This design comes from an exercise in tuning for small area, a short achievable clock period and few clock cycles per item on the open sky130 flow, not from production work. RTL that was checked went through simulation tests only; none was proved equivalent to the original. Power and IR drop assume default switching activity.

v26:
## execute_divide
module execute_divide(input wire              clk,
                      input wire              reset,
                      input wire              enable,
                      input wire 	      unsigned_div,
                      output wire             done,
                      input wire [32-1:0] in_a,
                      input wire [32-1:0] in_b,
                      output reg [32-1:0] out,
                      output reg              ov
                      );
   reg                                         st_idle;
   reg                                         st_neg;
   reg                                         st_prep;
   reg                                         st_iter;
   reg                                         st_zero;
   reg                                         st_done;
   reg [32:0]                                  R;      
   reg [31:0]                                  D;      
   reg [4:0]                                   lza;    
   reg [4:0]                                   lzb;    
   reg                                         b_neg;  
   reg                                         sub;    
   reg                                         negate;  
   reg                                         inv_q;   
   function [4:0] lzc(input [31:0] x);
      reg [31:0] y;
      reg [3:0]  q;
      reg [7:0]  nz;
      reg [15:0] l;
      reg        found;
      integer    g;
      begin
         y = x | 32'h1;
         for (g = 0; g < 8; g = g + 1) begin
            q = y[4*g +: 4];
            nz[g] = |q;
            l[2*g +: 2] = q[3] ? 2'd0 : q[2] ? 2'd1 : q[1] ? 2'd2 : 2'd3;
         end
         lzc = 5'd31;
         found = 0;
         for (g = 7; g >= 0; g = g - 1)
           if (!found && nz[g]) begin
              lzc = {3'd7 - g[2:0], l[2*g +: 2]};
              found = 1;
           end
      end
   endfunction
   function [32:0] add33(input [32:0] x, input [32:0] y, input c);
      reg [33:0] g, p, gn, pn, p0;
      integer    i, lvl, d;
      begin
         g = {x & y, c};
         p0 = {x ^ y, 1'b0};
         p = p0;
  ...
For scale: roughly 1300 cells after synthesis, about 120 flip-flops, about 100 I/O pins, about 10000 µm² of cells after synthesis.
clock: 7.0 ns
lec_check: 0
cap_margin: 20
core_margin: 2
core_utilization: 40
setup_slack_margin: 3.7
slew_margin: 20
run.sh (not shown) runs the stock make flow with config.mk's settings and CLKGATE_MAP_FILE= SYNTH_SCRIPT=/design/flow/synth_recipe.tcl, a recipe that flattens the netlist after the stock synthesis.
v26 did not stop at any stage, and its layout met the timing, design-rule and antenna checks.
Testbench counts of v26, summed over its fixed seeds: cycles 32,040, items 3,200.
Relative to v26, the following input files were edited for v56:
Settings: CORE_UTILIZATION: 40 -> 55; PLACE_DENSITY: unset -> 0.75; SETUP_SLACK_MARGIN: 3.7 -> 3.6; CTS_BUF_LIST: unset -> sky130_fd_sc_hd__clkbuf_8.
Results
Every stage of the flow completed for v56, and the final layout passed the timing, design-rule and antenna checks.
Of v56 and v26, it is v56 that has the lower net switching power figure.
Of the two values seen for source of the critical timing path, sub$_DFFE_PP_ was produced by v56 and in_b[31] by v26.
A capturing element of the worst setup path of sub$_DFFE_PP_ is what v56 shows, while lzb[1]$_DFF_P_ belongs to v26.
The non-clock buffer contribution to total cell area in v56 sits 1.5 points below the value recorded for v26.
Of v26 and v56, the run reporting the higher worst hold slack was v56.
The inputs of v31 differ from those of v56 as listed below.
Settings: SETUP_SLACK_MARGIN now 3.5, was 3.6; CORE_UTILIZATION now 40, was 55; PLACE_DENSITY no longer set, was 0.75; CTS_BUF_LIST no longer set, was sky130_fd_sc_hd__clkbuf_8.
## What came out
Summary of v31 over v56: sequential share of layout area shows a reduction of 0.25 points; worst hold slack shows a reduction of 0.0099 ns; via count shows a reduction of 229.
Number of hold violations in the final report: v56 vs v31 identical
Going from v56 to v31, the area added between synthesis and finish was found to have gone up by 1.5 points.
Looking at non-clock buffer contribution to total cell area, v31 sits 0.16 points lower than v56 does.
Compare v31 and v56 | met2 wirelength from detailed routing lower: v56
Summary: with v56 as the reference, power in v31 moved up by a few percent.
The run with more routed wire is v31, not v56.

---

execute_divide, a different RTL version from the one above (not shown whole).
For scale: ~120 flip-flops, about 100 I/O pins, roughly 11000 sq um of cells after synthesis.
clock: 7.0 ns
lec_check: 0
cap_margin: 20
core_margin: 2
core_utilization: 40
setup_slack_margin: 3.0
slew_margin: 20
Edit:
--- a/flow/config.mk
+++ b/flow/config.mk
@@ -11 +11 @@
-export SETUP_SLACK_MARGIN = 3.0
+export SETUP_SLACK_MARGIN = 3.5
Synthesized cell count is unchanged.
Non-clock buffer count rises by 22.
Utilization increases by 2.0 points.
Total power climbs by 4.3%.
Final cell count is higher by 1.3%.
Area after synthesis does not change.
Combinational power grows by about 7%.
No run of this note included a check of the RTL's function; only the layout flow was run.

---

Another version of the RTL of execute_divide (not shown whole).
Size: roughly 1300 cells after synthesis, roughly 120 flip-flops, roughly 100 I/O pins, ~11000 sq um of cells after synthesis.
make LEC_CHECK=0 CAP_MARGIN=20 CORE_MARGIN=2 CORE_UTILIZATION=55 CTS_BUF_LIST=sky130_fd_sc_hd__clkbuf_8 PLACE_DENSITY=0.75 SETUP_SLACK_MARGIN=3.5 SLEW_MARGIN=20 finish   # period 7.0 ns
Testbench counts at the start, summed over its fixed seeds: cycles 31,717, items 3,200.
Then changed:
- CAP_MARGIN: 20 -> 5
- SLEW_MARGIN: 20 -> 5
Design area is about the same. Non-clock buffer count shrinks by 1. Via count shrinks by 0.33%. Area after synthesis is unchanged. Sequential power stays flat. Die area is unchanged. Register-to-register slack is about the same. Synthesized cell count is unchanged. Critical path depth stays the same. Worst setup slack barely changes.
Then changed:
- CAP_MARGIN: 5 -> 20
- CORE_UTILIZATION: 55 -> 50
- PLACE_DENSITY: 0.75 -> 0.7
- SLEW_MARGIN: 5 -> 20
Result: Core utilization drops by 6.0 points; maximum frequency went up by about 0.6%; non-clock buffer count came out lower by 1; final area increases by 0.90%.

---

The RTL this note starts from:
==> flow/design.v <==
module execute_divide(input wire              clk,
                      input wire              reset,
                      input wire              enable,
                      input wire 	      unsigned_div,
                      output wire             done,
                      input wire [32-1:0] in_a,
                      input wire [32-1:0] in_b,
                      output reg [32-1:0] out,
                      output reg              ov
                      );
   reg                                         st_idle;
   reg                                         st_neg;
   reg                                         st_prep;
   reg                                         st_iter;
   reg                                         st_zero;
   reg                                         st_done;
   reg [32:0]                                  R;      
   reg [31:0]                                  D;      
   reg [4:0]                                   lza;    
   reg [4:0]                                   lzb;    
   reg                                         b_neg;  
   reg                                         sub;    
   reg                                         negate;  
   reg                                         inv_q;   
   function [4:0] lzc(input [31:0] x);
      reg [31:0] y;
      reg [3:0]  q;
      reg [7:0]  nz;
      reg [15:0] l;
      reg        found;
      integer    g;
      begin
         y = x | 32'h1;
         for (g = 0; g < 8; g = g + 1) begin
            q = y[4*g +: 4];
            nz[g] = |q;
            l[2*g +: 2] = q[3] ? 2'd0 : q[2] ? 2'd1 : q[1] ? 2'd2 : 2'd3;
         end
         lzc = 5'd31;
         found = 0;
         for (g = 7; g >= 0; g = g - 1)
           if (!found && nz[g]) begin
              lzc = {3'd7 - g[2:0], l[2*g +: 2]};
              found = 1;
           end
      end
   endfunction
   function [32:0] add33(input [32:0] x, input [32:0] y, input c);
      reg [33:0] g, p, gn, pn, p0;
      integer    i, lvl, d;
      begin
         g = {x & y, c};
         p0 = {x ^ y, 1'b0};
         p = p0;
         for (lvl = 0; lvl < 6; lvl = lvl + 1) begin
            d = 1 << lvl;
            gn = g; pn = p;
            for (i = 0; i < 34; i = i + 1)
              if (i >= d) begin
                 gn[i] = g[i] | (p[i] & g[i-d]);
                 pn[i] = p[i] & p[i-d];
              end
            g = gn; p = pn;
         end
         add33 = p0[33:1] ^ g[32:0];
      end
   endfunction
   wire        a_neg = !unsigned_div && in_a[31];
   wire        b_negi = !unsigned_div && in_b[31];
   wire        b_zero = (in_b == 32'h0);
   wire        s_ovf = !unsigned_div && (in_a == 32'h80000000) &&
               (in_b == 32'hffffffff);
   wire [31:0] t_a = in_a ^ {!unsigned_div && in_a[31], in_a[31:1]};
   wire [31:0] t_b = in_b ^ {!unsigned_div && in_b[31], in_b[31:1]};
   wire [4:0]  lz_a = lzc(t_a);
   wire [4:0]  lz_b = lzc(t_b);
   reg  [31:0] a_clear;    
   integer     k;
   always @(*) begin
      a_clear[31] = !t_a[31];
      for (k = 30; k >= 0; k = k - 1)
        a_clear[k] = a_clear[k+1] && !t_a[k];
   end
   wire        a_short = |(t_b & a_clear) && !a_neg;
   wire [4:0]  lza_in = b_zero ? {3'b0, !unsigned_div && in_a[31],
                                  !unsigned_div && !in_a[31]} : lz_a;
   wire [32:0] dsub = {b_neg && !st_neg, D};
   wire [32:0] sum = add33(R, sub ? ~dsub : dsub, sub || st_neg);
   wire        ge = !sum[32];
   wire [4:0]  sg = lzb & ~lza;
   wire [4:0]  sp = lzb ^ ~lza;
   wire [4:0]  sc = {sg[3] | (sp[3] & sg[2]) | (sp[3] & sp[2] & sg[1]) |
                     (sp[3] & sp[2] & sp[1] & sg[0]) | (sp[3] & sp[2] & sp[1] & sp[0]),
                     sg[2] | (sp[2] & sg[1]) | (sp[2] & sp[1] & sg[0]) | (sp[2] & sp[1] & sp[0]),
                     sg[1] | (sp[1] & sg[0]) | (sp[1] & sp[0]),
                     sg[0] | sp[0],
                     1'b1};
   wire [4:0]  shamt = sp ^ sc;
   wire        f = 1'b0;
   wire [31:0] sh0 = shamt[0] ? {D[30:0], f} : D;
   wire [31:0] sh1 = shamt[1] ? {sh0[29:0], {2{f}}} : sh0;
   wire [31:0] sh2 = shamt[2] ? {sh1[27:0], {4{f}}} : sh1;
   wire [31:0] sh3 = shamt[3] ? {sh2[23:0], {8{f}}} : sh2;
   wire [31:0] sh4 = shamt[4] ? {sh3[15:0], {16{f}}} : sh3;
   wire        neg_short = {1'b0, lza} > {1'b0, lzb} + 6'd1;
   always @(posedge clk) begin
      st_idle 	<= reset || !enable;
      st_neg 	<= !reset && enable && st_idle && !a_short && a_neg;
      st_prep 	<= !reset && enable && ((st_idle && !a_short && !a_neg) || (st_neg && !neg_short));
      st_iter 	<= !reset && enable && ((st_prep && ge) || (st_iter && lza != 0));
      st_zero 	<= !reset && enable && st_prep && !ge && inv_q;
      st_done 	<= !reset && enable && ((st_idle && a_short) || (st_neg && neg_short) ||
                                        (st_prep && !ge && !inv_q) || st_zero ||
                                        (st_iter && lza == 0) || st_done);
   end
   always @(posedge clk) begin
      lza 	<= st_idle ? lza_in : st_prep ? shamt : lza - 1;
      lzb 	<= lz_b;
      D 	<= st_idle ? (a_neg ? 32'h0 : in_b) :
                   st_neg ? in_b :
                   st_prep ? sh4 :
                   {b_neg, D[31:1]};
      if (st_idle) begin
         R 	<= {1'b0, a_neg ? ~in_a : in_a};
         sub 	<= !a_neg && !b_negi;
      end else if (!st_prep || negate) begin
         R 	<= sum;
         sub 	<= sum[32] ^ !b_neg;
      end
      out 	<= (st_idle || st_neg || st_zero) ? 32'h0 :
                   st_prep ? {32{inv_q}} :
                   {out[30:0], ge ^ inv_q};
      if (st_idle) begin
         b_neg 	<= b_negi;
         negate <= a_neg ^ b_negi;
         inv_q 	<= (a_neg ^ b_negi) || s_ovf;
         ov 	<= b_zero || s_ovf;
      end
   end
   assign done = st_done;
endmodule  
export LEC_CHECK = 0
export CAP_MARGIN = 20
export CORE_MARGIN = 2
export CORE_UTILIZATION = 55
export CTS_BUF_LIST = sky130_fd_sc_hd__clkbuf_8
export GPL_ROUTABILITY_DRIVEN = 0
export PLACE_DENSITY = 0.75
export SETUP_SLACK_MARGIN = 3.5
export SLEW_MARGIN = 20
create_clock -name core_clock -period 7.0 [get_ports {clk}]
Testbench counts at the start, summed over its fixed seeds: cycles 31,717, items 3,200.
Change:
Settings changed: GPL_ROUTABILITY_DRIVEN 0 to unset, SETUP_SLACK_MARGIN 3.5 to 3.4.
Synthesized cell count stays the same.
Sequential share of layout area is higher by 0.32 points.
Count of clock-buffer cells in the layout does not change.

[re-timing with driven ports]
The results above use ideal ports. As a check the final layouts listed here were re-extracted and re-timed, cells and wires unchanged. Step 1 sets driving cells, clkbuf_16 on the clock port and buf_2 on the other inputs (assumed; they add their load-dependent delay and slew). Step 2, shift: input delay + t, output delay - t, t = (earliest + latest rising clock arrival at the registers) / 2. This alone moves slack from input paths to output paths. a / b / c = ideal / step 1 / step 2; a / b = the first two.
run | shift t [ns] | setup slack, ns | hold WS [ns]
v26 | 0.475 | 3.715 / 3.672 / 3.197 | 0.458 / 0.458 / 0.458
v56 | 0.492 | 3.577 / 3.577 / 3.152 | 0.468 / 0.468 / 0.468
v31 | 0.478 | 3.485 / 3.485 / 3.120 | 0.458 / 0.458 / 0.458
the first run of note 2 | 0.490 | 3.125 / 3.143 / 2.653 | 0.506 / 0.506 / 0.506
the second run of note 2 | 0.477 | 3.480 / 3.480 / 3.106 | 0.506 / 0.506 / 0.506
the first run of note 3 | 0.490 | 3.564 / 3.568 / 3.089 | 0.457 / 0.457 / 0.457
the second run of note 3 | 0.487 | 3.564 / 3.575 / 3.092 | 0.457 / 0.457 / 0.457
the third run of note 3 | 0.502 | 3.585 / 3.599 / 3.097 | 0.457 / 0.457 / 0.457
the first run of note 4 | 0.506 | 3.504 / 3.517 / 3.012 | 0.463 / 0.463 / 0.463
the second run of note 4 | 0.490 | 3.485 / 3.499 / 3.009 | 0.457 / 0.457 / 0.457
After both steps every run listed still meets setup and hold. For v26, which loses most, drivers alone change the setup slack by -0.043 ns; drivers and shift together by -0.518 ns.
